Source: an optimization exercise on an open RTL-to-GDS flow (aim: small area). Production flows keep margins and buffers that such runs may drop.
In this exercise RTL edits were held to simulation tests only and were not proved equivalent to the original.
The clock port is modelled as an ideal driver; clocking choices that lean on that would not hold on a real chip.
Power is estimated from default activity; no workload was simulated.

`flow/abc_override.tcl`:
```
# Prepended to synth_recipe.tcl by run.sh: ORFS's synthesis calls abc once for
# the combinational logic; this runs it with the area script flow/area.abc.
proc abc {args} {
  set i [lsearch -exact $args -script]
  if {$i >= 0} { lset args [expr {$i + 1}] __ABC__ }
  puts "area abc: $args"
  yosys abc {*}$args
}
```
`flow/area.abc`:
```
strash
&get -n
&deepsyn -T 20
&put
dch
map -a
strash
dch
map -a
topo
```
`design.v`:
```
module SYS_TOP
(
	input   wire   RX_IN    ,
	input   wire   CLK      ,
	input   wire   RST      ,
	output  reg    TX_OUT   ,
	output  reg    PAR_ERR  ,
	output  reg    STP_ERR
);
localparam IDLE = 3'd0, WA = 3'd1, WD = 3'd2, RA = 3'd3, CA = 3'd4, CB = 3'd5, CF = 3'd6, INIT = 3'd7;
reg  [2:0]  ph;               
reg  [2:0]  cs;               
reg         pend, go;         
reg         rsp;              
reg         fr;               
reg         rxa;              
reg  [3:0]  lo, hi;
reg         u;                
reg         rp;               
reg  [11:0] Z;
wire [7:0]  sr = Z[7:0];
wire [7:0]  S  = Z[11:4];
reg  [7:0]  r0, r1, r3;
reg         r2p, r2t, r2h;    
reg  [95:0] ring;             
wire [2:0] e = lo[2:0];
wire [3:0] b = hi;
wire [3:0] tm = lo;
wire [3:0] sc = hi;
wire eq = u;
wire tx = rsp & ~pend & ~go;          
wire init = (cs == INIT);
wire rxst = ~rxa & ~RX_IN;           
wire dbit   = (b != 4'd0) & ~(b[3] & (b[2:0] != 3'd0));    
wire pbit   = (b == 4'd9) & r2p;
wire sbit   = dbit | pbit;
wire stopb  = r2p ? (b == 4'd10) : (b == 4'd9);
wire rxend  = rxa & stopb & (e == 3'd1);
wire par_ok = ~r2p | ~(rp ^ r2t);
wire vld    = rxend & par_ok & RX_IN;
always @(posedge CLK or negedge RST) begin
	if (!RST)
		rxa <= 1'b0;
	else if (!rxa)
		rxa <= rxst;
	else if (stopb && ((e == 3'd1 && RX_IN) || e == 3'd7))
		rxa <= 1'b0;                  
end
always @(posedge CLK) begin
	if (rxa && sbit && e == 3'd2)
		u <= RX_IN;
	else if (rxa && sbit && e == 3'd3)
		u <= u ^ RX_IN;
	else if (vld)
		u <= 1'b1;                    
	else if (pre_cmp && (a0 != b0))
		u <= 1'b0;
end
always @(posedge CLK or negedge RST) begin
	if (!RST) begin
		PAR_ERR <= 1'b0;
		STP_ERR <= 1'b0;
	end
	else if (rxend) begin
		if (r2p)
			PAR_ERR <= ~par_ok;
		if (par_ok)
			STP_ERR <= ~RX_IN;
	end
end
wire wwin = go & ~rsp;                 
wire pre  = go &  rsp;                 
wire isrd = (cs == RA);
wire isal = (cs == CF);
wire [3:0] F = sr[3:0];
wire f_add = (F == 4'd0);
wire f_sub = (F == 4'd1);
wire f_mul = (F == 4'd2);
wire f_div = (F == 4'd3);
wire f_shr = (F == 4'd13);
wire f_shl = (F == 4'd14);
wire f_cmp = (F == 4'd10) | (F == 4'd11) | (F == 4'd12);
wire pre_rd  = pre & isrd;
wire pre_div = pre & isal & f_div;
wire pre_cmp = pre & isal & f_cmp;
wire [3:0] N    = r3[3:0];
wire [3:0] lo1  = lo + 4'd1;
wire       bnd  = (N[3:1] == 3'd0) | (lo1 == N);
wire       txs  = tx & bnd & ~sc[3];           
wire       g    = ~fr;
wire [3:0] last = r2p ? 4'd10 : 4'd9;
wire a0 = r0[0];
wire b0 = r1[0];
wire ar = isal & (f_add | f_sub | f_shl | f_cmp);
wire x0 = g ? ((f_shl ? a0 : b0) ^ (f_sub | f_cmp)) : f_sub;
wire dsub = (ph == 3'd0) | a0;
wire [7:0] X = pre_div ? {dsub, r1[7:1] ^ {7{dsub}}} :
               (isal & (f_mul | f_div)) ? (r1 & {8{g & (a0 | (f_div & (sc == 4'd0)))}}) :
               {7'b0, ar & x0};
wire cin = pre_div ? (dsub ? (r0[7] | ~b0) : (r0[7] & b0)) : (ar & g & a0);
wire [8:0] sum = S + X + cin;
wire bnz = |r1;
wire q   = sum[8] & bnz;
reg rbit;
wire rd2 = ((ph == 3'd0) & r2p) | ((ph == 3'd1) & r2t) | (ph == 3'd5) | ((ph == 3'd7) & r2h);
integer k;
always @(*) begin
	case (F)
		4'd0: rbit = r0[0];
		4'd1: rbit = r1[0];
		4'd2: rbit = rd2;
		4'd3: rbit = r3[0];
		default: rbit = ring[8*(F-4)];
	endcase
end
reg ob;
always @(*) begin
	if (isrd)
		ob = sum[0];
	else if (g) begin
		case (F)
			4'd3:  ob = a0;
			4'd4:  ob = a0 & b0;
			4'd5:  ob = a0 | b0;
			4'd6:  ob = ~(a0 & b0);
			4'd7:  ob = ~(a0 | b0);
			4'd8:  ob = a0 ^ b0;
			4'd9:  ob = ~(a0 ^ b0);
			4'd10: ob = (sc == 4'd0) & eq;
			4'd11: ob = (sc == 4'd1) & S[0] & ~eq;
			4'd12: ob = (sc[3:1] == 3'd0) & ~S[0];
			4'd13: ob = (sc != 4'd7) & r0[1];
			4'd15: ob = 1'b0;
			default: ob = sum[0];
		endcase
	end
	else begin
		case (F)
			4'd0, 4'd1, 4'd2, 4'd14: ob = sum[0];
			4'd6, 4'd7, 4'd9: ob = 1'b1;
			default: ob = 1'b0;
		endcase
	end
end
always @(posedge CLK or negedge RST) begin
	if (!RST) begin
		ph   <= 3'd0;
		cs   <= INIT;
		pend <= 1'b0;
		go   <= 1'b0;
		rsp  <= 1'b0;
	end
	else begin
		ph <= ph + 3'd1;
		if (init && ph == 3'd7)
			cs <= IDLE;
		if (vld) begin
			case (cs)
				IDLE: begin
					if (sr == 8'hAA)      cs <= WA;
					else if (sr == 8'hBB) cs <= RA;
					else if (sr == 8'hCC) cs <= CA;
					else if (sr == 8'hDD) cs <= CF;
				end
				WA: cs <= WD;
				WD: begin cs <= IDLE; pend <= 1'b1; end
				CA: begin cs <= CB;   pend <= 1'b1; end
				CB: begin cs <= CF;   pend <= 1'b1; end
				default: begin pend <= 1'b1; rsp <= 1'b1; end    
			endcase
		end
		if (pend && ph == 3'd7) begin
			pend <= 1'b0;
			go   <= 1'b1;
		end
		if (go && ph == 3'd7)
			go <= 1'b0;
		if (tx && bnd && sc == last && !(isal && g)) begin
			rsp <= 1'b0;
			cs  <= IDLE;
		end
	end
end
wire txstart = pre & (ph == 3'd7);
always @(posedge CLK) begin
	if (vld)
		fr <= 1'b0;
	if (rxst) begin
		lo <= 4'd1;
		hi <= 4'd0;
		rp <= 1'b0;
	end
	else if (rxa) begin
		lo[2:0] <= lo[2:0] + 3'd1;
		if (lo[2:0] == 3'd7)
			hi <= hi + 4'd1;
		if (sbit && RX_IN && u && (e == 3'd3 || e == 3'd4))
			rp <= ~rp;
	end
	if (txstart) begin
		TX_OUT <= 1'b0;
		hi <= 4'd0;
		lo <= 4'd0;
		rp <= 1'b0;
	end
	else if (tx) begin
		if (!bnd)
			lo <= lo1;
		else begin
			lo <= 4'd0;
			if (!sc[3]) begin
				TX_OUT <= ob;
				rp <= rp ^ ob;
				hi <= hi + 4'd1;
			end
			else if (sc == 4'd8 && r2p) begin
				TX_OUT <= rp ^ r2t;
				hi <= 4'd9;
			end
			else if (sc != last) begin
				TX_OUT <= 1'b1;
				hi <= hi + 4'd1;
			end
			else if (isal && g) begin
				TX_OUT <= 1'b0;
				hi <= 4'd0;
				fr <= 1'b1;
				rp <= 1'b0;
			end
			else
				TX_OUT <= 1'b1;
		end
	end
	else
		TX_OUT <= 1'b1;
end
always @(posedge CLK) begin
	if (vld && (cs == WA || cs == CA || cs == CB))
		Z[11:8] <= (cs == WA) ? sr[3:0] : {3'b0, cs == CB};      
	else if (vld && (cs == RA || cs == CF))
		Z[11:4] <= {7'b0, (cs == CF) & (f_sub | f_cmp)};
	else if (pre_div)
		Z[11:4] <= {sum[6:0], r0[7] ^ b0};
	else if (pre_rd | pre_cmp | (txs & ~(isal & f_cmp)))
		Z[11:4] <= {sum[8] | (pre_rd & rbit), sum[7:1]};
	else if (rxa && dbit && e == 3'd2)
		Z[7:0] <= {RX_IN, sr[7:1]};
	else if (rxa && dbit && e == 3'd4 && u)
		Z[7] <= RX_IN;
	else if (wwin)
		Z[7:0] <= {sr[0], sr[7:1]};
end
wire [3:0] wa   = Z[11:8];
wire       wbit = ~init & sr[0];
always @(posedge CLK) begin
	if (init || (wwin && wa == 4'd0))
		r0 <= {wbit, r0[7:1]};
	else if (pre_div)
		r0 <= {r0[6:0], q};
	else if (pre_rd || pre_cmp || (txs && g && isal))
		r0 <= {(isal & f_div) ? sum[0] : r0[0], r0[7:1]};
	if (init || (wwin && wa == 4'd1))
		r1 <= {wbit, r1[7:1]};
	else if (pre_rd || pre_cmp || (txs && g && isal && !(f_mul || f_div)))
		r1 <= {r1[0], r1[7:1]};
	if (init || (wwin && wa == 4'd3))
		r3 <= {init ? (ph == 3'd3) : sr[0], r3[7:1]};
	else if (pre_rd)
		r3 <= {r3[0], r3[7:1]};
	if (init)
		{r2h, r2t, r2p} <= 3'b0;
	else if (wwin && wa == 4'd2 && ph == 3'd0)
		{r2h, r2t, r2p} <= {sr[7], sr[1], sr[0]};
	for (k = 0; k < 12; k = k + 1)
		ring[8*k +: 8] <= {(init || (wwin && wa == k + 4)) ? wbit : ring[8*k], ring[8*k+1 +: 7]};
end
endmodule
```
`constraint.sdc`:
```
create_clock -name core_clock -period 36.0 [get_ports {CLK}]
set_input_delay 7.2000 -clock core_clock [delete_from_list [all_inputs] [get_ports {CLK}]]
set_output_delay 7.2000 -clock core_clock [all_outputs]
set_load 0.01 [all_outputs]
```
`flow/run.sh`:
```
#!/bin/bash
# Own layout flow: the standard flow (standard.sh) with two changes:
#  * synthesis maps the combinational logic with an area-oriented ABC script
#    (deep AIG resynthesis, then repeated area mapping)
#    (flow/area.abc) and without the full/half-adder extraction; registers
#    are mapped exactly as in the standard synthesis (dfflibmap runs before abc);
#  * CTS builds the clock tree from clkbuf_8 cells without dummy loads.
# make's output goes to standard.log; ORFS keeps each step's log under orfs/logs.
set -euo pipefail
W=$PWD
sed "s#__ABC__#$W/flow/area.abc#" flow/abc_override.tcl > my_synth.tcl
cat synth_recipe.tcl >> my_synth.tcl
bash standard.sh SYNTH_SCRIPT=$W/my_synth.tcl ADDER_MAP_FILE= \
  "CTS_ARGS=-sink_clustering_enable -repair_clock_nets -dont_use_dummy_load -buf_list sky130_fd_sc_hd__clkbuf_8 -sink_clustering_size 30 -sink_clustering_max_diameter 300" \
  finish > standard.log 2>&1
```
`config.mk`:
```
export PLATFORM = sky130hd
export DESIGN_NAME = SYS_TOP
export DESIGN_NICKNAME = SYS_TOP
export VERILOG_FILES = /design/flow/design.v
export SDC_FILE = /design/flow/constraint.sdc
export NUM_CORES = 4
export LEC_CHECK = 0
export CAP_MARGIN = 20
export CORE_MARGIN = 2
export CORE_UTILIZATION = 40
export PLACE_DENSITY = 0.6
export SLEW_MARGIN = 20
```
`standard.sh`:
```
#!/bin/bash
# synth_recipe.tcl (not shown) runs the flow's synth.tcl, then flattens the netlist and writes it again
# the make line also repeats each setting of config.mk as NAME=value (left out here)
make -C /OpenROAD-flow-scripts/flow DESIGN_CONFIG=/design/flow/config.mk WORK_HOME=/design/flow/orfs CLKGATE_MAP_FILE= SYNTH_SCRIPT=/design/flow/synth_recipe.tcl "${@:-finish}"
```
==> results.yml, run 1 <==
route:
  drt_iter0_markers: 376
  via_count: 4521
  vias_per_cell: 5.31
  ant_nets: 0
  first_pass_iters: 5
  wl_mm: 14.3
  wl_per_cell_um: 16.8
  drc_errors: 0
floorplan:
  dieArea_sq_um: 15800
  coreArea_sq_um: 14500
  rows: 44
  start_util: 0.408
  ios: 6
  die_h_um: 126
  die_w_um: 126
finish:
  post-route-cell-area_sq_um: 6450
  final_common_cell: "dfxtp_1"
  fin_cells: 851
  syn2layout_area_growth_pct: 8.79
  final_layout_size_suffix_gt1_frac: 0.0420
  final_cell_mix: "dfxtp_1 (110), clkinv_1 (92), nand2_1 (89), nor2_1 (86), a21oi_1 (59)"
  diodes: 0
  fin_util: 0.444
  nets: 672
pwr:
  finalPower_w: 0.000409
  pwr_density_cell_nw_per_um2: 63.3
  leakagePower_nw: 2.28
  peakVddDrop_v: 0.0000302
sta:
  worstMarginPinSlew_ps: 990
  relSlewSlack: 0.333
  rsz0062_at_grt: "false"
  hold_viol: 0
  tns_ps: 0
  fin_skew_ps: 24.5
  setup_viol: 0
  fmax_mhz: 106
  layout_min_cycle_time_ps: 9470
  fin_crit_sh: 0.263
  slew_viol_final: 0
synthesis:
  synth-seq-cells: 159
  synth-seq-area-share: 0.610
  synth_edf_count: 37
  synth_flop_cell: "dfxtp_1"
  synth_top_cell_area_share: 0.371
  syn_nets: 647
  ys_types: 33
  ys_async_sr_fraction: 0.0755
  syn_area_sq_um: 5930
  avgSynthCellArea_sq_um: 9.21
  syn_inst: 644
  yosysWarningCount: 1
  synthTopCellsByArea: "dfxtp_1 (37%), edfxtp_1 (19%), clkinv_1 (5.8%), nand2_1 (5.6%), nor2_1 (5.4%)"
  yosys.area.top_type: "dfxtp_1"
placement:
  io_buffer_count: 5
  hpwlAfterDp_mm: 10.9
  gp_congestion: 0.911
  dp.cells: 834
  dpl_cell_area_sq_um: 6220
global_routing:
  antenna_found_initial: 0
  grt_pass1_vias: 4295
  grt_usage: 0.187
  grt_first_pass_wirelength_mm: 22.7
  grt_max_degree: 19
  grt.overflow.total: 0
clocking:
  cts_hold_buf: 0
  cts_buffers: 17
  clkTransAtPathRegs_ps: 80
  root_buffer: "clkbuf_8"
  clock-sinks: 159
  cts_resized: 0
  cts.path.max_buffers: 2
  cts_setup_buffers: 0
  cts_tree: "done"
  clkLatencyLatePin_ps: 440
  htreeDepth: 4
worst_setup_path:
  crit_required_ps: 36140
  start_kind: "primary input"
  crit_type: "in -> reg"
  crit_path_end_kind: "flip-flop"
  critPathLaunch: "RX_IN"
  reg2reg_from: "cs[2]"
  critPathArrivalTime_ps: 9610
  cp_max_fo: 6
run_status:
  status: "finished clean"
job:
  max-cap-violations: 0
worst_hold_path:
  min_from: "ring[1]"
  hold_class: "reg -> reg"
-- synthesized netlist by cell type, types with 7 or more instances --
cell      instances
a21oi_1          59
a31oi_1          13
clkinv_1         92
dfrtp_1           9
dfxtp_1         110
edfxtp_1         37
nand2_1          89
nand3_1          20
nor2_1           86
nor3_1           13
o211ai_1          8
o21ai_0          39
o22ai_1           7
xor2_1            7
-- sequential cells by signal, indices dropped and copies added, names as in the netlist, 3 cells and up --
signal / flops
ring: 96
Z: 12
r0: 8
r1: 8
r3: 8
hi: 4
lo: 4
cs: 3
ph: 3
-- cell type report --
type / count / area [sq um]
Fill cell: 1430 / 8080
Sequential cell: 159 / 3620
Multi-Input combinational cell: 393 / 1970
Inverter: 92 / 345
Clock buffer: 17 / 234
Tap cell: 184 / 230
Timing Repair Buffer: 6 / 57.6
-- final timing paths --
kind	cells after the start	slack, ps	to
min reg2reg	0	310	ring[0]
max in group asynchronous	1	28500	cs[0]
max	10	26530	Z[9]
max reg2reg	24	30940	Z[11]
min	0	310	ring[0]
min in group asynchronous	1	7120	ph[2]
-- power breakdown --
part / switching, W / internal, W / leakage, nW
Clock: 0.0000522 / 0.0000416 / 0.122
Combinational: 0.0000634 / 0.0000323 / 0.878
Sequential: 0.0000195 / 0.000200 / 1.28
-- critical path, stage by stage --
cell and delay, ps:
clkdlybuf4s50_1 530, clkinv_1 190, nor2_1 380, clkinv_1 170, a21oi_1 270, nand2_1 130, nor2_1 360, nor2_1 130
clkinv_1 80, or2_2 170
-- metrics by stage --
stage               setup WS [ps]  hold WS [ps]
finish                      26530           310
global route                26260           326
CTS                         26570           307
detailed placement          26100           312
global placement            26210           310
floorplan                   27180           310
-- cells by family (layout without fill, tap and decap cells) --
| kind of cell | after synthesis | after routing | synth area share |
|---|---|---|---|
| and+or+nand+nor | 224 | 224 | 0.156 |
| DFF | 159 | 159 | 0.610 |
| AOI/OAI and AO/OA | 155 | 155 | 0.155 |
| buffers and inverters | 92 | 115 | 0.0582 |
| xor gates and xnor gates | 13 | 13 | 0.0192 |
| adders and majority gates | 1 | 1 | 0.00169 |
-- metal layers --
metal / part of all wire / routed length, um / GRT usage / up-vias
met3: 0.049 / 706 / 0.0421 / 15
li1: - / - / - / 2254
met5: 0 / 0 / 0 / -
met4: 0.015 / 220 / 0.0659 / 0
met1: 0.46 / 6580 / 0.245 / 2140
met2: 0.47 / 6760 / 0.307 / 112
==> run 2: changes to the inputs <==
--- a/design.v
+++ b/design.v
@@ -11,5 +11,5 @@
 reg  [2:0]  ph;               
 reg  [2:0]  cs;               
-reg         pend, go;         
+reg         go;               
 reg         rsp;              
 reg         fr;               
@@ -29,5 +29,5 @@
 wire [3:0] sc = hi;
 wire eq = u;
-wire tx = rsp & ~pend & ~go;          
+wire tx = rsp & ~go;                  
 wire init = (cs == INIT);
 wire rxst = ~rxa & ~RX_IN;           
@@ -36,5 +36,5 @@
 wire sbit   = dbit | pbit;
 wire stopb  = r2p ? (b == 4'd10) : (b == 4'd9);
-wire rxend  = rxa & stopb & (e == 3'd1);
+wire rxend  = rxa & stopb & (ph == 3'd7);
 wire par_ok = ~r2p | ~(rp ^ r2t);
 wire vld    = rxend & par_ok & RX_IN;
@@ -44,5 +44,5 @@
 	else if (!rxa)
 		rxa <= rxst;
-	else if (stopb && ((e == 3'd1 && RX_IN) || e == 3'd7))
+	else if ((rxend && RX_IN) || (stopb && e == 3'd7))
 		rxa <= 1'b0;                  
 end
@@ -147,5 +147,4 @@
 		ph   <= 3'd0;
 		cs   <= INIT;
-		pend <= 1'b0;
 		go   <= 1'b0;
 		rsp  <= 1'b0;
@@ -164,13 +163,9 @@
 				end
 				WA: cs <= WD;
-				WD: begin cs <= IDLE; pend <= 1'b1; end
-				CA: begin cs <= CB;   pend <= 1'b1; end
-				CB: begin cs <= CF;   pend <= 1'b1; end
-				default: begin pend <= 1'b1; rsp <= 1'b1; end    
+				WD: begin cs <= IDLE; go <= 1'b1; end
+				CA: begin cs <= CB;   go <= 1'b1; end
+				CB: begin cs <= CF;   go <= 1'b1; end
+				default: begin go <= 1'b1; rsp <= 1'b1; end    
 			endcase
-		end
-		if (pend && ph == 3'd7) begin
-			pend <= 1'b0;
-			go   <= 1'b1;
 		end
 		if (go && ph == 3'd7)
==> results.yml, run 2 <==
floorplan:
  dieArea_sq_um: 15700
  ios: 6
  start_util: 0.407
  die_h_um: 125
  rows: 44
  coreArea_sq_um: 14500
  die_w_um: 125
synthesis:
  yosysWarningCount: 1
  synth_top_cell_area_share: 0.373
  synthTopCellsByArea: "dfxtp_1 (37%), edfxtp_1 (19%), clkinv_1 (5.9%), nor2_1 (5.9%), nand2_1 (5.5%)"
  yosys.area.top_type: "dfxtp_1"
  synth-seq-area-share: 0.609
  synth_edf_count: 37
  syn_nets: 646
  syn_area_sq_um: 5900
  synth_flop_cell: "dfxtp_1"
  synth-seq-cells: 158
  ys_async_sr_fraction: 0.0696
  ys_types: 33
  avgSynthCellArea_sq_um: 9.17
  synth_common_cells: "dfxtp_1 (110), clkinv_1 (93), nor2_1 (92), nand2_1 (87), o21ai_0 (51)"
  syn_inst: 643
  yosysMostFrequentCell: "dfxtp_1"
worst_setup_path:
  slowest_stage: "clkdlybuf4s50_1"
  critPathLaunch: "RX_IN"
  r2r_cells: 27
  crit_required_ps: 36150
  crit_path_end: "Z[7]"
  start_kind: "primary input"
  path_cells: "clkdlybuf4s50_1 -> clkinv_1 -> nor2_1 -> buf_4 -> nor2_1 -> nor3_1 -> clkinv_1 -> o21ai_0 -> clkinv_1 -> o21ai_0 -> or2_2"
  cp_max_fo: 11
  reg2reg_from: "Z[0]"
  crit_type: "in -> reg"
  worst-r2r-setup-slack_ps: 30200
  crit_path_end_kind: "flip-flop"
  cp_common_cell: "clkinv_1"
  rr_endpoint: "Z[11]"
  critPathArrivalTime_ps: 9920
  cp_slowest_stage_delay_ps: 630
global_routing:
  grt_max_degree: 18
  grt_usage: 0.197
  antenna_found_initial: 0
  grt_pass1_vias: 4408
  grt_first_pass_wirelength_mm: 23.8
  grt.overflow.total: 0
route:
  via_count: 4667
  wl_per_cell_um: 17.4
  drt_iter0_markers: 426
  drc_errors: 0
  ant_nets: 0
  vias_per_cell: 5.48
  wl_mm: 14.9
  first_pass_iters: 5
finish:
  nets: 673
  syn2layout_area_growth_pct: 9.10
  final_common_cell: "dfxtp_1"
  top_regs: "ring: 96 flops, Z: 12 flops"
  largest_register_ffs: 96
  final_layout_size_suffix_gt1_frac: 0.0419
  diodes: 0
  top_register: "ring"
  final_cell_mix: "dfxtp_1 (110), clkinv_1 (93), nor2_1 (92), nand2_1 (87), o21ai_0 (51)"
  fin_util: 0.444
sta:
  fin_crit_sh: 0.272
  fmax_mhz: 102
  fin_skew_ps: 28.6
  relSlewSlack: 0.604
  rsz0062_at_grt: "false"
  tns_ps: 0
  hold_ws_ps: 301
  layout_min_cycle_time_ps: 9780
  setup_viol: 0
  slew_viol_final: 0
  hold_viol: 0
  worstMarginPinSlew_ps: 592
clocking:
  clock-sinks: 158
  cts_hold_buf: 0
  htreeDepth: 4
  clkLatencyLatePin_ps: 460
  cts_setup_buffers: 0
  clkTransAtPathRegs_ps: 90
  cts.path.max_buffers: 2
  cts_tree: "done"
  cts_resized: 0
  cts_buffers: 17
  root_buffer: "clkbuf_8"
worst_hold_path:
  whs_path_depth: 0
  min_from: "ring[46]"
  hold_class: "reg -> reg"
run_status:
  status: "finished clean"
job:
  max-cap-violations: 0
placement:
  io_buffer_count: 5
  gp_congestion: 0.964
  hpwlAfterDp_mm: 11.4
pwr:
  pwr_density_cell_nw_per_um2: 63.6
  finalPower_w: 0.000409
  peakVddDrop_v: 0.0000275
  leakagePower_nw: 2.31
## run 2: changes by cell type in the layout (fill, tap and decap cells not counted), moves of 3 or more
| cell | delta |
|---|---|
| nand3_1 | +7 |
| a31oi_1 | -10 |
| o211ai_1 | -5 |
| a22oi_1 | +5 |
| o21ai_0 | +12 |
| nor3_1 | +9 |
| nor2_1 | +6 |
| a21oi_1 | -29 |
| o31ai_1 | +3 |
| nand4_1 | +5 |
## run 2: metrics by stage
step	cell area (sq um)	std cells	setup WS, ps
floorplan	5900	643	26780
global placement	6200	835	26050
CTS	6430	852	26340
global route	6430	852	26070
detailed placement	6200	835	25920
finish	6430	852	26220
## run 2: power breakdown
group	switching, W	internal, W	total, W
sequential	0.0000195	0.000200	0.000220
combinational	0.0000643	0.0000311	0.0000954
clock	0.0000527	0.0000416	0.0000942
total	0.000137	0.000273	0.000409
## run 2: cells by family (layout without fill, tap and decap cells)
logic type | Yosys count | after routing | synth area share
xor gates and xnor gates | 13 | 13 | 0.0193
adders and majority gates | 1 | 1 | 0.00170
AOI/OAI and AO/OA | 131 | 131 | 0.135
buffers and inverters | 93 | 118 | 0.0592
and+or+nand+nor | 247 | 247 | 0.176
DFF | 158 | 158 | 0.609
## run 2: final cells by class
type	count	area [sq um]
Timing Repair Buffer	8	72.6
Fill cell	1409	8050
Inverter	93	349
Tap cell	184	230
Multi-Input combinational cell	392	1960
Clock buffer	17	234
Sequential cell	158	3590
## run 2: worst min path at each step
stage                          end  slack (ps)
after detailed placement  ring[35]         310
after global placement    ring[92]         310
after CTS                 ring[45]         300
final                     ring[45]         300
after floorplan            ring[0]         310
after global routing      ring[45]         290
## run 2: critical path, delay by kind of cell
family | cells | cell delay (ps)
buffers and inverters | 5 | 1410
AO/OA/AOI/OAI | 2 | 650
AND/OR/NAND/NOR | 4 | 650
## run 2: layer usage
metal  GRT usage  routed length [um]  vias to the layer above
met4      0.0948                 548                        0
met5           0                   0                        -
met3      0.0454                 863                       37
li1            -                   -                     2234
met1       0.273                7070                     2227
met2       0.293                6380                      169
==> run 3: changes to the inputs <==
--- a/flow/run.sh
+++ b/flow/run.sh
@@ -5,5 +5,6 @@
 #    (flow/area.abc) and without the full/half-adder extraction; registers
 #    are mapped exactly as in the standard synthesis (dfflibmap runs before abc);
-#  * CTS builds the clock tree from clkbuf_8 cells without dummy loads.
+#  * CTS builds the clock tree from clkbuf_8 cells without dummy loads;
+#  * the port buffers are buf_1 cells.
 # make's output goes to standard.log; ORFS keeps each step's log under orfs/logs.
 set -euo pipefail
@@ -12,4 +13,5 @@
 cat synth_recipe.tcl >> my_synth.tcl
 bash standard.sh SYNTH_SCRIPT=$W/my_synth.tcl ADDER_MAP_FILE= \
+  "BUFFER_PORTS_ARGS=-buffer_cell sky130_fd_sc_hd__buf_1" \
   "CTS_ARGS=-sink_clustering_enable -repair_clock_nets -dont_use_dummy_load -buf_list sky130_fd_sc_hd__clkbuf_8 -sink_clustering_size 30 -sink_clustering_max_diameter 300" \
   finish > standard.log 2>&1
==> results.yml, run 3 <==
synthesis:
  yosysWarningCount: 1
  synth_common_cells: "dfxtp_1 (110), clkinv_1 (93), nor2_1 (92), nand2_1 (87), o21ai_0 (51)"
  avgSynthCellArea_sq_um: 9.17
  syn_nets: 646
  synthTopCellsByArea: "dfxtp_1 (37%), edfxtp_1 (19%), clkinv_1 (5.9%), nor2_1 (5.9%), nand2_1 (5.5%)"
  syn_area_sq_um: 5900
  synth_flop_cell: "dfxtp_1"
  yosys.area.top_type: "dfxtp_1"
  syn_inst: 643
  synth-seq-cells: 158
  synth_edf_count: 37
  ys_async_sr_fraction: 0.0696
  ys_types: 33
  yosysMostFrequentCell: "dfxtp_1"
  synth-seq-area-share: 0.609
  synth_top_cell_area_share: 0.373
floorplan:
  start_util: 0.407
  dieArea_sq_um: 15700
  die_w_um: 125
  ios: 6
  die_h_um: 125
  coreArea_sq_um: 14500
  rows: 44
finish:
  syn2layout_area_growth_pct: 8.57
  final_cell_mix: "dfxtp_1 (110), clkinv_1 (93), nor2_1 (92), nand2_1 (87), o21ai_0 (51)"
  nets: 673
  n_fill_cell: 1433
  largest_register_ffs: 96
  final_common_cell: "dfxtp_1"
  final_layout_size_suffix_gt1_frac: 0.0419
  top_regs: "ring: 96 flops, Z: 12 flops"
  diodes: 0
  fin_cells: 852
  top_register: "ring"
pwr:
  p_switching_w: 0.000136
  combPwrFrac: 0.230
  leakagePower_nw: 2.29
  peakVddDrop_v: 0.0000218
  p_int_w: 0.000272
  switching_share: 0.334
  power_frac_seq: 0.538
  clock_power_share: 0.233
  pwr_density_cell_nw_per_um2: 63.7
clocking:
  cts_tree: "done"
  cts_buffers: 17
  cts_resized: 0
  cts_hold_buf: 0
  cts.path.max_buffers: 2
  htreeDepth: 4
  clock-sinks: 158
  cts_setup_buffers: 0
  clkTransAtPathRegs_ps: 90
  root_buffer: "clkbuf_8"
  clkLatencyLatePin_ps: 460
sta:
  worstMarginPinSlew_ps: 613
  hold_viol: 0
  fin_skew_ps: 31.7
  rsz0062_at_grt: "false"
  fmax_mhz: 107
  relSlewSlack: 0.590
  setup_viol: 0
  slew_viol_final: 0
  layout_min_cycle_time_ps: 9380
  fin_crit_sh: 0.261
  tns_ps: 0
global_routing:
  grt_pass1_vias: 4509
  grt_first_pass_wirelength_mm: 23.8
  grt_max_degree: 18
  grt_usage: 0.197
  grt.overflow.total: 0
  met2_usage: 0.311
  antenna_found_initial: 0
  use_met3: 0.0539
  met1_usage: 0.256
  grt-busiest-layer: "met2"
route:
  via_count: 4626
  wl_per_cell_um: 17.4
  drc_errors: 0
  wl_mm: 14.8
  drt_iter0_markers: 450
  ant_nets: 0
  vias_per_cell: 5.43
  first_pass_iters: 5
job:
  max-cap-violations: 0
worst_setup_path:
  cp_max_fo: 11
  crit_type: "in -> reg"
  start_kind: "primary input"
  crit_path_end_kind: "flip-flop"
  crit_required_ps: 36150
  critPathArrivalTime_ps: 9530
placement:
  hpwlAfterDp_mm: 11.5
  dp.cells: 835
  gp_congestion: 0.930
  io_buffer_count: 5
run_status:
  status: "finished clean"
worst_hold_path:
  hold_class: "reg -> reg"
run 3: changes by cell type in the layout (fill, tap and decap cells not counted):
cell             delta
buf_1               +5
clkdlybuf4s50_1     -5
run 3: cell type report:
class                   instances  area [sq um]  area share
repair buffers                  8          41.3     0.00645
inverters                      93           349      0.0545
well taps                     184           230      0.0360
multi-input cells             392          1960       0.305
clock buffers                  17           234      0.0365
flip-flops and latches        158          3590       0.561
run 3: stage by stage:
step           power (W)  utilization  instance area (sq um)  hold WS, ps  setup WS [ps]
3_5_place_dp    0.000314        0.426                   6170          312          26240
2_1_floorplan   0.000283            -                   5900          310          26780
6_report        0.000408        0.442                   6400          299          26620
4_1_cts         0.000408        0.442                   6400          300          26680
5_1_grt         0.000432        0.442                   6400          305          26300
3_3_place_gp    0.000312        0.426                   6170          310          26400
run 3: kinds of logic (layout without fill, tap and decap cells):
kind of cell,Yosys count,count (layout),share of synthesized area
compound gates,131,131,0.135
xor+xnor,13,13,0.0193
fa+ha+maj,1,1,0.00170
buf+inv,93,118,0.0592
flops,158,158,0.609
simple gates,247,247,0.176
run 3: layer usage:
layer | routed length [um] | part of all wire
met1 | 6630 | 0.45
met2 | 6690 | 0.45
met3 | 1050 | 0.071
met4 | 432 | 0.029
met5 | 0 | 0
run 3: worst max-delay path: stages:
cell and delay, ps:
buf_1 230, clkinv_1 210, nor2_1 140, buf_4 190, nor2_1 70, nor3_1 220, clkinv_1 190, o21ai_0 470
clkinv_1 170, o21ai_0 230, or2_2 200
run 3: path summary, 6_finish.rpt:
kind	from	to	slack [ps]	cells after the start
setup / recovery	RX_IN	Z[7]	26620	11
hold / removal	ring[63]	ring[62]	300	0
setup reg to reg	Z[1]	Z[11]	30100	27
hold reg to reg	ring[63]	ring[62]	300	0
max in group asynchronous	RST	go	28860	1
min in group asynchronous	RST	STP_ERR	6730	1
run 3: power by group through the flow:
stage,registers [W],clock network (W),logic [W]
after floorplan,0.000216,0,0.0000677
after global placement,0.000222,0,0.0000900
after detailed placement,0.000222,0,0.0000918
after CTS,0.000219,0.0000976,0.0000921
after global routing,0.000221,0.000105,0.000106
final,0.000219,0.0000948,0.0000937
==> run 4: changes to the inputs <==
==> flow/run.sh (replaced) <==
#!/bin/bash
# Own layout flow: the standard flow (standard.sh) with these changes:
#  * synthesis maps the combinational logic with an area-oriented ABC script
#    (flow/area.abc: deep AIG resynthesis, then repeated area mapping) and
#    without the full/half-adder extraction; registers
#    are mapped exactly as in the standard synthesis (dfflibmap runs before abc);
#  * the port buffers are buf_1 cells.
# make's output goes to standard.log; ORFS keeps each step's log under orfs/logs.
set -euo pipefail
W=$PWD
sed "s#__ABC__#$W/flow/area.abc#" flow/abc_override.tcl > my_synth.tcl
cat synth_recipe.tcl >> my_synth.tcl
bash standard.sh SYNTH_SCRIPT=$W/my_synth.tcl ADDER_MAP_FILE= \
  POST_CTS_TCL=$W/flow/shrink_clk.tcl CLK_LEAF_SLEW=0.105 \
  "BUFFER_PORTS_ARGS=-buffer_cell sky130_fd_sc_hd__buf_1" \
  "CTS_ARGS=-sink_clustering_enable -repair_clock_nets -dont_use_dummy_load -buf_list sky130_fd_sc_hd__clkbuf_8 -sink_clustering_size 30 -sink_clustering_max_diameter 300" \
  finish > standard.log 2>&1
==> flow/shrink_clk.tcl (new file) <==
# POST_CTS_TCL hook: the clock tree's leaf buffers are built as clkbuf_8.
# Each leaf is tried as the smaller clkbuf_4 and kept so only if the slew at
# every flip-flop clock pin it drives stays under CLK_LEAF_SLEW (ns).
set db [ord::get_db]
set block [ord::get_db_block]
set small [$db findMaster sky130_fd_sc_hd__clkbuf_4]
set limit [expr {[info exists ::env(CLK_LEAF_SLEW)] ? $::env(CLK_LEAF_SLEW) : 0.105}]
set clk_net [$block findNet CLK]
set root ""
foreach it [$clk_net getITerms] {
  if {[string match "*clkbuf*" [[$it getInst] getName]]} { set root [$it getInst] }
}
if {$root eq ""} { error "shrink_clk: no root clock buffer" }
set leaves {}
foreach it [[[$root findITerm X] getNet] getITerms] {
  set inst [$it getInst]
  if {$inst ne $root && [string match "sky130_fd_sc_hd__clkbuf*" [[$inst getMaster] getName]]} {
    lappend leaves [list $inst [$inst getMaster]]
  }
}
proc leaf_slew {inst} {
  set mx 0
  foreach it [[[$inst findITerm X] getNet] getITerms] {
    if {[$it getInst] eq $inst} { continue }
    set pin [get_pins -quiet "[[$it getInst] getName]/[[$it getMTerm] getName]"]
    if {$pin eq ""} { continue }
    set s [get_property $pin slew_max]
    if {$s > $mx} { set mx $s }
  }
  return $mx
}
foreach l $leaves { [lindex $l 0] swapMaster $small }
estimate_parasitics -placement
set kept 0
foreach l $leaves {
  lassign $l inst master
  set s [leaf_slew $inst]
  if {$s > $limit} {
    $inst swapMaster $master
  } else {
    incr kept
  }
  puts "shrink_clk: [$inst getName] slew [format %.3f $s] -> [[$inst getMaster] getName]"
}
puts "shrink_clk: $kept of [llength $leaves] leaves are clkbuf_4"
estimate_parasitics -placement
==> results.yml, run 4 <==
synthesis:
  syn_area_sq_um: 5900
  yosysWarningCount: 1
  yosys.area.top_type: "dfxtp_1"
  synth_edf_count: 37
  ys_async_sr_fraction: 0.0696
  synth_flop_cell: "dfxtp_1"
  synth-seq-cells: 158
  yosysMostFrequentCell: "dfxtp_1"
  synthTopCellsByArea: "dfxtp_1 (37%), edfxtp_1 (19%), clkinv_1 (5.9%), nor2_1 (5.9%), nand2_1 (5.5%)"
  avgSynthCellArea_sq_um: 9.17
  ys_types: 33
  synth_top_cell_area_share: 0.373
  syn_inst: 643
  synth_common_cells: "dfxtp_1 (110), clkinv_1 (93), nor2_1 (92), nand2_1 (87), o21ai_0 (51)"
  synth-seq-area-share: 0.609
  syn_nets: 646
finish:
  fin_util: 0.437
  syn2layout_area_growth_pct: 7.40
  largest_register_ffs: 96
  nets: 673
  final_layout_size_suffix_gt1_frac: 0.0419
  diodes: 0
  top_register: "ring"
  final_common_cell: "dfxtp_1"
  final_cell_mix: "dfxtp_1 (110), clkinv_1 (93), nor2_1 (92), nand2_1 (87), o21ai_0 (51)"
  post-route-cell-area_sq_um: 6330
  top_regs: "ring: 96 flops, Z: 12 flops"
clocking:
  clock-sinks: 158
  cts_tree: "done"
  clkLatencyLatePin_ps: 440
  clkTransAtPathRegs_ps: 90
sta:
  relSlewSlack: 0.594
  tns_ps: 0
  hold_viol: 0
  layout_min_cycle_time_ps: 9410
  fin_crit_sh: 0.261
  rsz0062_at_grt: "false"
  setup_slack_ps: 26590
  fmax_mhz: 106
  setup_viol: 0
  hold_ws_ps: 307
  fin_skew_ps: 29.6
  worstMarginPinSlew_ps: 609
  slew_viol_final: 0
floorplan:
  ios: 6
  dieArea_sq_um: 15700
  coreArea_sq_um: 14500
  start_util: 0.407
  die_h_um: 125
  die_w_um: 125
  rows: 44
worst_hold_path:
  hold_class: "reg -> reg"
worst_setup_path:
  rr_endpoint: "Z[11]"
  cp_slowest_stage_delay_ps: 470
  critPathArrivalTime_ps: 9550
  cp_common_cell: "clkinv_1"
  cp.depth: 11
  path_cells: "buf_1 -> clkinv_1 -> nor2_1 -> buf_4 -> nor2_1 -> nor3_1 -> clkinv_1 -> o21ai_0 -> clkinv_1 -> o21ai_0 -> or2_2"
  slowest_stage: "o21ai_0"
  crit_path_end: "Z[7]"
  crit_type: "in -> reg"
  r2r_cells: 27
  crit_required_ps: 36140
  start_kind: "primary input"
  worst-r2r-setup-slack_ps: 30210
  crit_path_end_kind: "flip-flop"
  critPathLaunch: "RX_IN"
  cp_top_family: "buffers and inverters"
  cp_max_fo: 11
  path_buf_inv: 5
  reg2reg_from: "Z[1]"
pwr:
  clock_power_share: 0.204
  p_int_w: 0.000259
  combPwrFrac: 0.238
  pwr_density_cell_nw_per_um2: 62.1
  switching_share: 0.342
  power_frac_seq: 0.557
  peakVddDrop_v: 0.0000195
  leakagePower_nw: 2.27
  p_switching_w: 0.000134
placement:
  hpwlAfterDp_mm: 11.5
  io_buffer_count: 5
  gp_congestion: 0.930
  pre_cts_slack_ps: 26240
  dpl_cell_area_sq_um: 6170
route:
  vias_per_cell: 5.44
  via_count: 4637
  drc_errors: 0
  ant_nets: 0
  first_pass_iters: 5
  wl_per_cell_um: 17.3
  drt_iter0_markers: 352
  wl_mm: 14.8
global_routing:
  grt_first_pass_wirelength_mm: 23.8
  antenna_found_initial: 0
  grt_pass1_vias: 4500
  grt_usage: 0.197
  grt.overflow.total: 0
  grt_max_degree: 18
job:
  max-cap-violations: 0
run_status:
  status: "finished clean"
[run 4: worst min path at each step]
| stage | startpoint | to | slack [ps] | depth (start not counted) |
|---|---|---|---|---|
| after global placement | ring[15] | ring[14] | 310 | 0 |
| after floorplan | ring[1] | ring[0] | 310 | 0 |
| after global routing | ring[37] | ring[36] | 310 | 0 |
| after detailed placement | ring[36] | ring[35] | 310 | 0 |
| final | ring[37] | ring[36] | 310 | 0 |
[run 4: worst reg2reg max path, cell delays in order, from the launching register on]
cell and delay [ps]:
edfxtp_1 670, clkinv_1 370, nor3_1 380, nand2_1 110, nor2_1 120, buf_4 210, clkinv_1 290, nor2_1 250
nand2_1 170, clkinv_1 130, nor2_1 130, a21oi_1 220, xor2_1 120, o21ai_0 350, nand3_1 120, nand2_1 90
clkinv_1 70, nor2_1 140, a21oi_1 90, maj3_1 370, o21ai_0 290, a21oi_1 150, o21ai_0 220, nor2_1 70
clkinv_1 60, a31oi_1 100, o21ai_0 220, nand2_1 70
[run 4: cell type report]
| cell class | instances | area, sq um |
|---|---|---|
| fillers | 1445 | 8150 |
| flip-flops and latches | 158 | 3590 |
| multi-input cells | 392 | 1960 |
| inverters | 93 | 349 |
| well taps | 184 | 230 |
| clock buffers | 17 | 165 |
| repair buffers | 8 | 41.3 |
[run 4: through the flow]
stage	instances	total power, W
after detailed placement	835	0.000314
after global placement	835	0.000312
final	852	0.000393
after global routing	852	0.000417
after floorplan	643	0.000283
[run 4: kinds of logic (layout without fill, tap and decap cells)]
| logic type | count (synthesis) | after routing | synth area share |
|---|---|---|---|
| buffers and inverters | 93 | 118 | 0.0592 |
| adders and majority gates | 1 | 1 | 0.00170 |
| AOI/OAI and AO/OA | 131 | 131 | 0.135 |
| and+or+nand+nor | 247 | 247 | 0.176 |
| DFF | 158 | 158 | 0.609 |
| xor gates and xnor gates | 13 | 13 | 0.0193 |
[run 4: power groups by stage]
stage	combinational, W	clock (W)	sequential, W
after floorplan	0.0000677	0	0.000216
after global placement	0.0000900	0	0.000222
after detailed placement	0.0000918	0	0.000222
after global routing	0.000106	0.0000903	0.000221
final	0.0000938	0.0000804	0.000219
[run 4: metal layers]
metal	part of all wire	wire (um)	GRT usage	vias to the layer above
met1	0.45	6710	0.256	2201
met2	0.46	6750	0.311	164
li1	-	-	-	2241
met4	0.026	380	0.0758	0
met5	0	0	0	-
met3	0.062	922	0.0603	31
==> run 5: changes to the inputs <==
--- a/flow/run.sh
+++ b/flow/run.sh
@@ -2,5 +2,5 @@
 # Own layout flow: the standard flow (standard.sh) with these changes:
 #  * synthesis maps the combinational logic with an area-oriented ABC script
-#    (flow/area.abc: deep AIG resynthesis, then repeated area mapping) and
+#    (flow/area.abc: deep AIG resynthesis, structural choices, area mapping) and
 #    without the full/half-adder extraction; registers
 #    are mapped exactly as in the standard synthesis (dfflibmap runs before abc);
==> flow/area.abc (replaced) <==
strash
&get -n
&deepsyn -T 20
&dch
&nf -a -R 1000
&put
topo
==> results.yml, run 5 <==
sta:
  layout_min_cycle_time_ps: 9110
  tns_ps: 0
  hold_ws_ps: 309
  slew_viol_final: 0
  fin_skew_ps: 28.5
  worstMarginPinSlew_ps: 865
  setup_viol: 0
  fin_crit_sh: 0.253
  fmax_mhz: 110
  rsz0062_at_grt: "false"
  hold_viol: 0
  relSlewSlack: 0.422
worst_setup_path:
  path_buf_inv: 2
  cp_slowest_stage_delay_ps: 580
  start_kind: "primary input"
  crit_type: "in -> reg"
  critPathArrivalTime_ps: 9280
  r2r_cells: 18
  reg2reg_from: "Z[2]"
  path_cells: "buf_1 -> nand4_1 -> a211oi_1 -> or2_0 -> a21o_1 -> clkinv_1"
  cp_top_family: "simple AND/OR/NAND/NOR gates"
  worst-r2r-setup-slack_ps: 30110
  crit_required_ps: 36160
  slowest_stage: "a211oi_1"
  rr_endpoint: "Z[11]"
  crit_path_end_kind: "flip-flop"
  cp_max_fo: 11
route:
  vias_per_cell: 5.60
  drt_iter0_markers: 485
  wl_mm: 13.3
  wl_per_cell_um: 17.7
  ant_nets: 0
  via_count: 4202
  drc_errors: 0
  first_pass_iters: 5
synthesis:
  avgSynthCellArea_sq_um: 10.7
  ys_types: 53
  yosysMostFrequentCell: "dfxtp_1"
  synth_top_cell_area_share: 0.378
  synth-seq-area-share: 0.617
  synth-seq-cells: 158
  synthTopCellsByArea: "dfxtp_1 (38%), edfxtp_1 (19%), nand2_1 (4.4%), dfrtp_1 (3.4%), nor2_1 (3.0%)"
  yosysWarningCount: 1
  syn_inst: 543
  synth_flop_cell: "dfxtp_1"
  synth_edf_count: 37
  yosys.area.top_type: "dfxtp_1"
  syn_nets: 546
  ys_async_sr_fraction: 0.0696
  synth_common_cells: "dfxtp_1 (110), nand2_1 (68), nor2_1 (46), edfxtp_1 (37), a21oi_1 (34)"
  syn_area_sq_um: 5820
placement:
  io_buffer_count: 5
  hpwlAfterDp_mm: 9.67
  gp_congestion: 0.868
finish:
  final_layout_size_suffix_gt1_frac: 0.0406
  diodes: 0
  nets: 572
  final_cell_mix: "dfxtp_1 (110), nand2_1 (68), nor2_1 (46), edfxtp_1 (37), a21oi_1 (34)"
  largest_register_ffs: 96
  final_common_cell: "dfxtp_1"
  top_regs: "ring: 96 flops, Z: 12 flops"
  syn2layout_area_growth_pct: 7.48
  top_register: "ring"
pwr:
  combPwrFrac: 0.005
  p_int_w: 0.000210
  switching_share: 0.197
  finalPower_w: 0.000262
  power_frac_seq: 0.692
  leakagePower_nw: 2.11
  p_switching_w: 0.0000515
  peakVddDrop_v: 0.0000323
  clock_power_share: 0.304
  pwr_density_cell_nw_per_um2: 41.8
floorplan:
  dieArea_sq_um: 15500
  ios: 6
  die_w_um: 125
  coreArea_sq_um: 14400
  die_h_um: 125
  start_util: 0.405
  rows: 44
worst_hold_path:
  min_to: "ring[64]"
  hold_class: "reg -> reg"
  min_from: "ring[65]"
  whs_path_depth: 0
global_routing:
  grt_max_degree: 18
  grt_first_pass_wirelength_mm: 21.2
  grt_pass1_vias: 3866
  grt_usage: 0.177
  antenna_found_initial: 0
  grt.overflow.total: 0
run_status:
  status: "finished clean"
clocking:
  clock-sinks: 158
  cts_tree: "done"
  clkLatencyLatePin_ps: 430
  clkTransAtPathRegs_ps: 100
job:
  max-cap-violations: 0
==> run 5: cell count changes after synthesis, sizes merged, moves of 5 or more <==
cell	change
clkinv	-80
o22ai	-5
nand2	-19
nor2	-46
and2	+8
nor2b	+7
and3	+6
nor3	-7
nand2b	+9
nor3b	+5
nand4	-6
a31oi	+7
o21ai	-25
==> run 5: cells by family after synthesis <==
family | Yosys count | share of synthesized area
flops | 158 | 0.617
buf+inv | 13 | 0.00838
fa+ha+maj | 4 | 0.00688
compound gates | 131 | 0.149
xor+xnor | 23 | 0.0417
mux | 2 | 0.00387
simple gates | 212 | 0.174
==> run 5: area by class of cell <==
cell class | count | area [sq um]
Fill cell | 1404 | 8110
Sequential cell | 158 | 3590
Multi-Input combinational cell | 372 | 2190
Tap cell | 184 | 230
Clock buffer | 17 | 165
Inverter | 13 | 48.8
Timing Repair Buffer | 7 | 33.8
==> run 5: through the flow <==
stage	area (sq um)	util	worst slack, ps	instances
6_report	6260	0.436	26890	751
5_1_grt	6260	0.436	26630	751
3_5_place_dp	6090	0.424	26460	734
3_3_place_gp	6090	0.424	26560	734
2_1_floorplan	5820	-	27240	543
==> run 5: worst max path at each step <==
| stage | startpoint | endpoint | slack (ps) | depth (start not counted) |
|---|---|---|---|---|
| final | RX_IN | Z[1] | 26890 | 6 |
| after global routing | RX_IN | Z[1] | 26630 | 6 |
| after detailed placement | RX_IN | Z[4] | 26460 | 6 |
| after global placement | RX_IN | Z[4] | 26560 | 6 |
| after floorplan | RX_IN | Z[4] | 27240 | 5 |
==> run 5: power by group through the flow <==
| stage | Clock [W] | Combinational (W) | Sequential (W) |
|---|---|---|---|
| after global placement | 0 | 0.00000118 | 0.000185 |
| after global routing | 0.0000912 | 0.00000139 | 0.000181 |
| final | 0.0000795 | 0.00000120 | 0.000181 |
| after detailed placement | 0 | 0.00000121 | 0.000185 |
| after floorplan | 0 | 0.000000543 | 0.000185 |
==> run 5: per-layer routing <==
| layer | vias to the layer above | wire (um) | share of wire | global-route usage |
|---|---|---|---|---|
| met3 | 25 | 647 | 0.049 | 0.0507 |
| met2 | 112 | 5860 | 0.44 | 0.261 |
| met4 | 0 | 243 | 0.018 | 0.0562 |
| li1 | 2046 | - | - | - |
| met1 | 2019 | 6550 | 0.49 | 0.251 |
| met5 | - | 0 | 0 | 0 |
==> run 6: changes to the inputs <==
==> flow/area.abc (replaced) <==
strash
&get -n
&deepsyn -T 20
&dch -f
&nf -a -R 1000
&put
topo
--- a/config.mk
+++ b/config.mk
@@ -9,4 +9,5 @@
 export CORE_MARGIN = 2
 export CORE_UTILIZATION = 40
-export PLACE_DENSITY = 0.6
+export GPL_TIMING_DRIVEN = 0
+export PLACE_DENSITY = 0.85
 export SLEW_MARGIN = 20
==> results.yml, run 6 <==
run_status:
  status: "finished clean"
placement:
  dpl_cell_area_sq_um: 6070
  hpwlAfterDp_mm: 8.59
  io_buffer_count: 5
  gp_congestion: 0.985
route:
  wl_per_cell_um: 15.9
  vias_per_cell: 5.57
  ant_nets: 0
  drt_iter0_markers: 456
  first_pass_iters: 6
  wl_mm: 12.0
  drc_errors: 0
  via_count: 4177
sta:
  slew_viol_final: 0
  hold_viol: 0
  fmax_mhz: 109
  worstMarginPinSlew_ps: 987
  setup_viol: 0
  relSlewSlack: 0.335
  rsz0062_at_grt: "false"
  fin_skew_ps: 28.2
  tns_ps: 0
  layout_min_cycle_time_ps: 9180
  fin_crit_sh: 0.255
floorplan:
  ios: 6
  die_h_um: 125
  die_w_um: 125
  rows: 44
  coreArea_sq_um: 14400
  start_util: 0.405
  dieArea_sq_um: 15500
clocking:
  clock-sinks: 158
  cts_tree: "done"
  clkLatencyLatePin_ps: 430
  clkTransAtPathRegs_ps: 100
worst_setup_path:
  cp_top_family: "simple AND/OR/NAND/NOR gates"
  critPathArrivalTime_ps: 9350
  rr_endpoint: "Z[11]"
  cp_slowest_stage_delay_ps: 530
  path_buf_inv: 1
  slowest_stage: "nand4_1"
  crit_type: "in -> reg"
  crit_required_ps: 36170
  reg2reg_from: "Z[0]"
  r2r_cells: 20
  cp_max_fo: 10
  crit_path_end_kind: "flip-flop"
  path_cells: "buf_1 -> nand4_1 -> nand2_1 -> nand2_1 -> nor2_1 -> a21oi_1 -> a222oi_1 -> nand2_1"
  start_kind: "primary input"
  worst-r2r-setup-slack_ps: 29980
  cp_common_cell: "nand2_1"
finish:
  final_common_cell: "dfxtp_1"
  multi_input_area_sq_um: 2190
  final_layout_size_suffix_gt1_frac: 0.0371
  n_fill_cell: 1343
  top_regs: "ring: 96 flops, Z: 12 flops"
  post-route-cell-area_sq_um: 6240
  top_register: "ring"
  nets: 571
  diodes: 0
  final_cell_mix: "dfxtp_1 (110), nor2_1 (58), nand2_1 (56), edfxtp_1 (37), o21ai_0 (37)"
  syn2layout_area_growth_pct: 7.33
  largest_register_ffs: 96
  register_area_sq_um: 3590
  fin_util: 0.435
synthesis:
  syn_area_sq_um: 5820
  yosysWarningCount: 1
  synth_top_cell_area_share: 0.378
  syn_nets: 547
  ys_types: 55
  synth_edf_count: 37
  synthTopCellsByArea: "dfxtp_1 (38%), edfxtp_1 (19%), nor2_1 (3.7%), nand2_1 (3.6%), dfrtp_1 (3.4%)"
  yosysMostFrequentCell: "dfxtp_1"
  syn_inst: 544
  avgSynthCellArea_sq_um: 10.7
  yosys.area.top_type: "dfxtp_1"
  synth_common_cells: "dfxtp_1 (110), nor2_1 (58), nand2_1 (56), edfxtp_1 (37), o21ai_0 (37)"
  ys_async_sr_fraction: 0.0696
  synth-seq-cells: 158
  synth_flop_cell: "dfxtp_1"
  synth-seq-area-share: 0.617
worst_hold_path:
  whs_path_depth: 0
  min_to: "ring[45]"
  hold_class: "reg -> reg"
  min_from: "ring[46]"
global_routing:
  grt.overflow.total: 0
  grt_pass1_vias: 3837
  grt_first_pass_wirelength_mm: 19.5
  grt_max_degree: 20
  antenna_found_initial: 0
  grt_usage: 0.161
pwr:
  peakVddDrop_v: 0.0000234
  leakagePower_nw: 2.12
  pwr_density_cell_nw_per_um2: 53.5
job:
  max-cap-violations: 0
run 6: cell count changes after synthesis, sizes merged, moves of 3 or more:
cell    change
nand2      -12
a31oi       -6
o21ai      +11
nor2       +12
a211oi      -3
run 6: cell type report:
cell class	instances	area share
flip-flops and latches	158	0.575
multi-input cells	375	0.351
well taps	184	0.0369
clock buffers	17	0.0274
inverters	11	0.00661
repair buffers	5	0.00301
run 6: per-layer routing:
layer / vias up / share of wire / global-route usage
met2: 186 / 0.44 / 0.237
met1: 1935 / 0.46 / 0.219
met5: - / 0 / 0
met4: 0 / 0.019 / 0.0601
li1: 2035 / - / -
met3: 21 / 0.083 / 0.0546
run 6: cells by family after synthesis:
group / after synthesis / synth area share
XOR/XNOR: 21 / 0.0389
adder cells (fa/ha/maj): 3 / 0.00516
flip-flops: 158 / 0.617
buffers and inverters: 11 / 0.00710
AND/OR/NAND/NOR: 217 / 0.179
AO/OA/AOI/OAI: 130 / 0.145
multiplexers: 4 / 0.00753
run 6: power breakdown:
part / internal [W] / switching [W] / total [W]
clock network: 0.0000301 / 0.0000496 / 0.0000797
registers: 0.000191 / 0.0000153 / 0.000207
logic: 0.0000198 / 0.0000280 / 0.0000479
run 6: worst max path at each step:
stage / startpoint / endpoint / slack, ps / cells past startpoint
2_1_floorplan: RX_IN / Z[0] / 27420 / 7
3_3_place_gp: RX_IN / Z[4] / 26490 / 8
5_1_grt: RX_IN / Z[1] / 26750 / 8
6_report: RX_IN / Z[4] / 26820 / 8
3_5_place_dp: RX_IN / Z[4] / 26490 / 8
run 6: metrics by stage:
| stage | total power (W) | setup WS, ps | hold slack, ps | cells |
|---|---|---|---|---|
| 2_1_floorplan | 0.000243 | 27420 | 310 | 544 |
| 3_3_place_gp | 0.000256 | 26490 | 310 | 733 |
| 3_5_place_dp | 0.000257 | 26490 | 312 | 733 |
| 5_1_grt | 0.000353 | 26750 | 315 | 750 |
| 6_report | 0.000334 | 26820 | 308 | 750 |
==> run 7: changes to the inputs <==
--- a/config.mk
+++ b/config.mk
@@ -10,4 +10,4 @@
 export CORE_UTILIZATION = 40
 export GPL_TIMING_DRIVEN = 0
-export PLACE_DENSITY = 0.85
+export PLACE_DENSITY = 0.95
 export SLEW_MARGIN = 20
==> results.yml, run 7 <==
worst_setup_path:
  cp_max_fo: 10
  crit_type: "in -> reg"
  reg2reg_from: "Z[1]"
  r2r_cells: 19
  critPathArrivalTime_ps: 9140
  rr_endpoint: "Z[11]"
  crit_path_end_kind: "flip-flop"
  crit_required_ps: 36140
  worst-r2r-setup-slack_ps: 29880
  start_kind: "primary input"
worst_hold_path:
  hold_class: "reg -> reg"
  min_to: "ring[9]"
  whs_path_depth: 0
  min_from: "ring[10]"
global_routing:
  grt_usage: 0.168
  grt_max_degree: 20
  grt.overflow.total: 0
  grt_pass1_vias: 4066
  antenna_found_initial: 0
  grt_first_pass_wirelength_mm: 20.6
synthesis:
  synth_edf_count: 37
  avgSynthCellArea_sq_um: 10.7
  syn_nets: 547
  synth_top_cell_area_share: 0.378
  synth_flop_cell: "dfxtp_1"
  synth-seq-area-share: 0.617
  ys_async_sr_fraction: 0.0696
  yosysWarningCount: 1
  synth_common_cells: "dfxtp_1 (110), nor2_1 (58), nand2_1 (56), edfxtp_1 (37), o21ai_0 (37)"
  yosys.area.top_type: "dfxtp_1"
  yosysMostFrequentCell: "dfxtp_1"
  synth-seq-cells: 158
  syn_inst: 544
  ys_types: 55
  synthTopCellsByArea: "dfxtp_1 (38%), edfxtp_1 (19%), nor2_1 (3.7%), nand2_1 (3.6%), dfrtp_1 (3.4%)"
  syn_area_sq_um: 5820
floorplan:
  die_h_um: 125
  start_util: 0.405
  ios: 6
  coreArea_sq_um: 14400
  rows: 44
  dieArea_sq_um: 15500
  die_w_um: 125
route:
  drc_errors: 0
  wl_mm: 12.7
  vias_per_cell: 5.76
  ant_nets: 0
  drt_iter0_markers: 434
  first_pass_iters: 6
  via_count: 4319
  wl_per_cell_um: 16.9
sta:
  tns_ps: 0
  rsz0062_at_grt: "false"
  layout_min_cycle_time_ps: 9010
  hold_viol: 0
  fin_skew_ps: 24.9
  setup_viol: 0
  fmax_mhz: 111
  relSlewSlack: 0.389
  fin_crit_sh: 0.250
  worstMarginPinSlew_ps: 910
  slew_viol_final: 0
finish:
  top_register: "ring"
  final_common_cell: "dfxtp_1"
  diodes: 0
  top_regs: "ring: 96 flops, Z: 12 flops"
  final_layout_size_suffix_gt1_frac: 0.0371
  largest_register_ffs: 96
  nets: 571
  syn2layout_area_growth_pct: 7.55
  final_cell_mix: "dfxtp_1 (110), nor2_1 (58), nand2_1 (56), edfxtp_1 (37), o21ai_0 (36)"
clocking:
  cts_tree: "done"
  clkTransAtPathRegs_ps: 90
  clkLatencyLatePin_ps: 420
  clock-sinks: 158
job:
  max-cap-violations: 0
placement:
  io_buffer_count: 5
  gp_congestion: 0.952
  hpwlAfterDp_mm: 9.06
pwr:
  leakagePower_nw: 2.12
  pwr_density_cell_nw_per_um2: 54.1
  peakVddDrop_v: 0.0000384
  finalPower_w: 0.000338
run_status:
  status: "finished clean"
## run 7: cell counts after synthesis
Identical to the previous run, type by type.
## run 7: area by class of cell
class                   instances  area [sq um]
fillers                      1346          8110
clock buffers                  17           184
well taps                     184           230
repair buffers                  5          18.8
flip-flops and latches        158          3590
multi-input cells             375          2190
inverters                      11          41.3
## run 7: worst max-delay path by stage
| stage | start | to | slack (ps) | cells after the start |
|---|---|---|---|---|
| 2_1_floorplan | RX_IN | Z[0] | 27420 | 7 |
| 5_1_grt | RX_IN | Z[2] | 26850 | 8 |
| 6_report | RX_IN | Z[0] | 26990 | 8 |
| 3_3_place_gp | RX_IN | Z[0] | 26650 | 8 |
| 3_5_place_dp | RX_IN | Z[0] | 26670 | 8 |
## run 7: critical path, cell delays in order
cell and delay (ps):
buf_1 300, nand4_1 510, nand2_1 220, nand2_1 80, or2_0 280, nand2b_1 240
a21o_1 160, clkinv_1 140
## run 7: logic make-up after synthesis
| kind of cell | Yosys count | synth area share |
|---|---|---|
| buffers and inverters | 11 | 0.00710 |
| AND/OR/NAND/NOR | 217 | 0.179 |
| adder cells (fa/ha/maj) | 3 | 0.00516 |
| multiplexers | 4 | 0.00753 |
| AO/OA/AOI/OAI | 130 | 0.145 |
| flip-flops | 158 | 0.617 |
| XOR/XNOR | 21 | 0.0389 |
## run 7: power breakdown
group	total [W]	switching (W)	internal (W)
sequential	0.000207	0.0000160	0.000191
clock	0.0000830	0.0000505	0.0000325
combinational	0.0000479	0.0000281	0.0000198
total	0.000338	0.0000947	0.000244
## run 7: metal layers
| metal | vias up | part of all wire | routed length (um) | GRT usage |
|---|---|---|---|---|
| met3 | 35 | 0.077 | 982 | 0.0421 |
| li1 | 2039 | - | - | - |
| met1 | 2055 | 0.42 | 5390 | 0.217 |
| met2 | 190 | 0.47 | 5950 | 0.266 |
| met4 | 0 | 0.029 | 362 | 0.0767 |
| met5 | - | 0 | 0 | 0 |
## run 7: through the flow
step	utilization	area, sq um	hold WS, ps	setup WS, ps	std cells
after global placement	0.422	6070	310	26650	733
after floorplan	-	5820	310	27420	544
after detailed placement	0.423	6070	312	26670	733
final	0.435	6260	313	26990	750
after global routing	0.435	6260	307	26850	750
==> run 8: changes to the inputs <==
--- a/config.mk
+++ b/config.mk
@@ -10,4 +10,4 @@
 export CORE_UTILIZATION = 40
 export GPL_TIMING_DRIVEN = 0
-export PLACE_DENSITY = 0.95
+export PLACE_DENSITY = 0.6
 export SLEW_MARGIN = 20
==> results.yml, run 8 <==
run_status:
  status: "finished clean"
placement:
  dp.cells: 745
  hpwlAfterDp_mm: 9.31
  io_buffer_count: 5
  gp_congestion: 0.897
  dpl_cell_area_sq_um: 6090
global_routing:
  grt.overflow.total: 0
  grt_max_degree: 21
  grt_pass1_vias: 4085
  grt_usage: 0.174
  grt_first_pass_wirelength_mm: 21.1
  antenna_found_initial: 0
synthesis:
  synth-seq-area-share: 0.616
  synth_top_cell_area_share: 0.377
  yosysWarningCount: 1
  synth_top_family_by_area: "compound AO/OA/AOI/OAI gates"
  syn_inst: 555
  yosys.area.top_type: "dfxtp_1"
  ys_async_sr_fraction: 0.0696
  avgSynthCellArea_sq_um: 10.5
  ys_types: 52
  syn_area_sq_um: 5830
  synth-seq-cells: 158
  synth_edf_count: 37
  synth_mux_area_frac: 0.00751
  syn_nets: 558
  synthAdderAreaFrac: 0.00858
  synth_common_cells: "dfxtp_1 (110), nor2_1 (69), o21ai_0 (56), nand2_1 (43), edfxtp_1 (37)"
  synthSimpleGateAreaFrac: 0.157
  synthXorXnorAreaFrac: 0.0375
  synthTopCellsByArea: "dfxtp_1 (38%), edfxtp_1 (19%), o21ai_0 (4.8%), nor2_1 (4.4%), dfrtp_1 (3.4%)"
  synth_flop_cell: "dfxtp_1"
  synth-compound-area-share: 0.165
  yosysMostFrequentCell: "dfxtp_1"
finish:
  top_register: "ring"
  nets: 583
  fin_cells: 762
  final_layout_size_suffix_gt1_frac: 0.0363
  top_regs: "ring: 96 flops, Z: 12 flops"
  post-route-cell-area_sq_um: 6250
  final_common_cell: "dfxtp_1"
  n_fill_cell: 1341
  syn2layout_area_growth_pct: 7.18
  diodes: 0
  register_area_sq_um: 3590
  largest_register_ffs: 96
  multi_input_area_sq_um: 2190
  final_cell_mix: "dfxtp_1 (110), nor2_1 (69), o21ai_0 (56), nand2_1 (43), edfxtp_1 (37)"
floorplan:
  ios: 6
  rows: 44
  die_h_um: 125
  start_util: 0.406
  dieArea_sq_um: 15600
  coreArea_sq_um: 14400
  die_w_um: 125
sta:
  relSlewSlack: 0.450
  setup_viol: 0
  rsz0062_at_grt: "false"
  worstMarginPinSlew_ps: 817
  slew_viol_final: 0
  hold_viol: 0
  hold_ws_ps: 301
  layout_min_cycle_time_ps: 9160
  fin_crit_sh: 0.255
  tns_ps: 0
  fin_skew_ps: 30.2
  fmax_mhz: 109
pwr:
  clock_power_share: 0.235
  combPwrFrac: 0.143
  power_frac_seq: 0.622
  p_switching_w: 0.0000949
  finalPower_w: 0.000336
  peakVddDrop_v: 0.0000203
  p_int_w: 0.000241
  switching_share: 0.283
  leakagePower_nw: 2.05
  pwr_density_cell_nw_per_um2: 53.7
route:
  drc_errors: 0
  ant_nets: 0
  wl_per_cell_um: 16.8
  via_count: 4243
  wl_mm: 12.8
  vias_per_cell: 5.57
  drt_iter0_markers: 494
  first_pass_iters: 6
worst_setup_path:
  crit_path_end_kind: "flip-flop"
  worst-r2r-setup-slack_ps: 29950
  crit_required_ps: 36140
  crit_type: "in -> reg"
  critPathArrivalTime_ps: 9300
  start_kind: "primary input"
  cp_max_fo: 9
clocking:
  clkLatencyLatePin_ps: 430
  clock-sinks: 158
  cts_tree: "done"
  clkTransAtPathRegs_ps: 100
worst_hold_path:
  hold_class: "reg -> reg"
job:
  max-cap-violations: 0
## run 8: cell types whose count changed after synthesis, moves of 3 or more
cell | previous run | this run
o21ai_0 | 37 | 56
nand3_1 | 26 | 12
nand2_1 | 56 | 43
nor2_1 | 58 | 69
a31oi_1 | 4 | 12
xnor2_1 | 7 | 15
a21oi_1 | 34 | 28
nor3_1 | 16 | 21
o211ai_1 | 2 | 7
a221o_1 | 5 | 1
a221oi_1 | 3 | 0
and3_1 | 8 | 5
nor3b_1 | 6 | 3
## run 8: final cells by class
class	count	area share
clock buffer	17	0.0264
inverter	13	0.00780
multi-input combinational	384	0.351
sequential	158	0.574
tap	184	0.0368
timing repair buffer	6	0.00380
## run 8: cells by family (layout without fill, tap and decap cells)
| logic type | after synthesis | count (layout) |
|---|---|---|
| simple gates | 196 | 196 |
| flops | 158 | 158 |
| compound gates | 154 | 154 |
| xor+xnor | 25 | 25 |
| buf+inv | 13 | 36 |
| fa+ha+maj | 5 | 5 |
| mux | 4 | 4 |
## run 8: metrics by stage
stage | utilization | setup WS [ps]
after floorplan | - | 27310
after global routing | 0.435 | 26730
after global placement | 0.423 | 26480
after detailed placement | 0.424 | 26460
final | 0.435 | 26840
## run 8: power by group through the flow
stage,Sequential [W],Clock [W],Combinational [W]
floorplan,0.000206,0,0.0000378
global placement,0.000212,0,0.0000459
detailed placement,0.000212,0,0.0000474
global route,0.000211,0.0000898,0.0000546
finish,0.000209,0.0000791,0.0000478
## run 8: metal layers
metal	share of wire	wire length (um)	track usage
met4	0.024	311	0.0780
met3	0.050	640	0.0442
met5	0	0	0
met2	0.44	5700	0.263
met1	0.48	6180	0.235
## run 8: worst max-delay path, stage by stage
cell and delay [ps]:
buf_1 370, and2_0 360, nor2_1 130, nor3_1 510, a21oi_1 280, o21ai_0 270, nand2b_1 180
## run 8: worst paths after layout
| path | startpoint | endpoint | cells after the start |
|---|---|---|---|
| max | RX_IN | Z[7] | 7 |
| min in group asynchronous | RST | PAR_ERR | 1 |
| min reg2reg | ring[27] | ring[26] | 0 |
| max in group asynchronous | RST | ph[1] | 1 |
| max reg2reg | Z[1] | Z[11] | 17 |
| min | ring[27] | ring[26] | 0 |

re-timing with driven ports:
The results above use ideal ports. As a check the final layouts listed here were re-extracted and re-timed, cells and wires unchanged.
Step 1 sets driving cells, clkbuf_16 on the clock port and buf_2 on the other inputs (assumed; they add their load-dependent delay and slew).
Step 2 times the ports against the registers' clock, not the clock port: input delays grow and output delays shrink by t, the midpoint of the rising clock arrivals with the driver on.
Three values: no drivers, after step 1, after step 2; two values: the first two.
run	shift t [ns]	slack for setup (ns)	worst setup path at the end	worst register clock-pin slew, ns	pins driven straight from the clock port
run 1	0.466	26.526 / 26.537 / 26.071	input to register	0.08 / 0.08	1
run 2	0.476	26.223 / 26.232 / 25.756	input to register	0.09 / 0.09	1
run 3	0.478	26.617 / 26.626 / 26.149	input to register	0.09 / 0.09	1
run 4	0.456	26.594 / 26.602 / 26.147	input to register	0.10 / 0.10	1
run 5	0.449	26.885 / 26.898 / 26.449	input to register	0.10 / 0.10	1
run 6	0.453	26.819 / 26.836 / 26.383	input to register	0.10 / 0.10	1
run 7	0.448	26.994 / 27.008 / 26.560	input to register	0.09 / 0.09	1
run 8	0.456	26.837 / 26.851 / 26.395	input to register	0.10 / 0.10	1
After both steps every run listed still meets setup and hold. The setup slack of run 3, which loses most, moves by +0.009 ns with the drivers and by -0.468 ns with both steps.
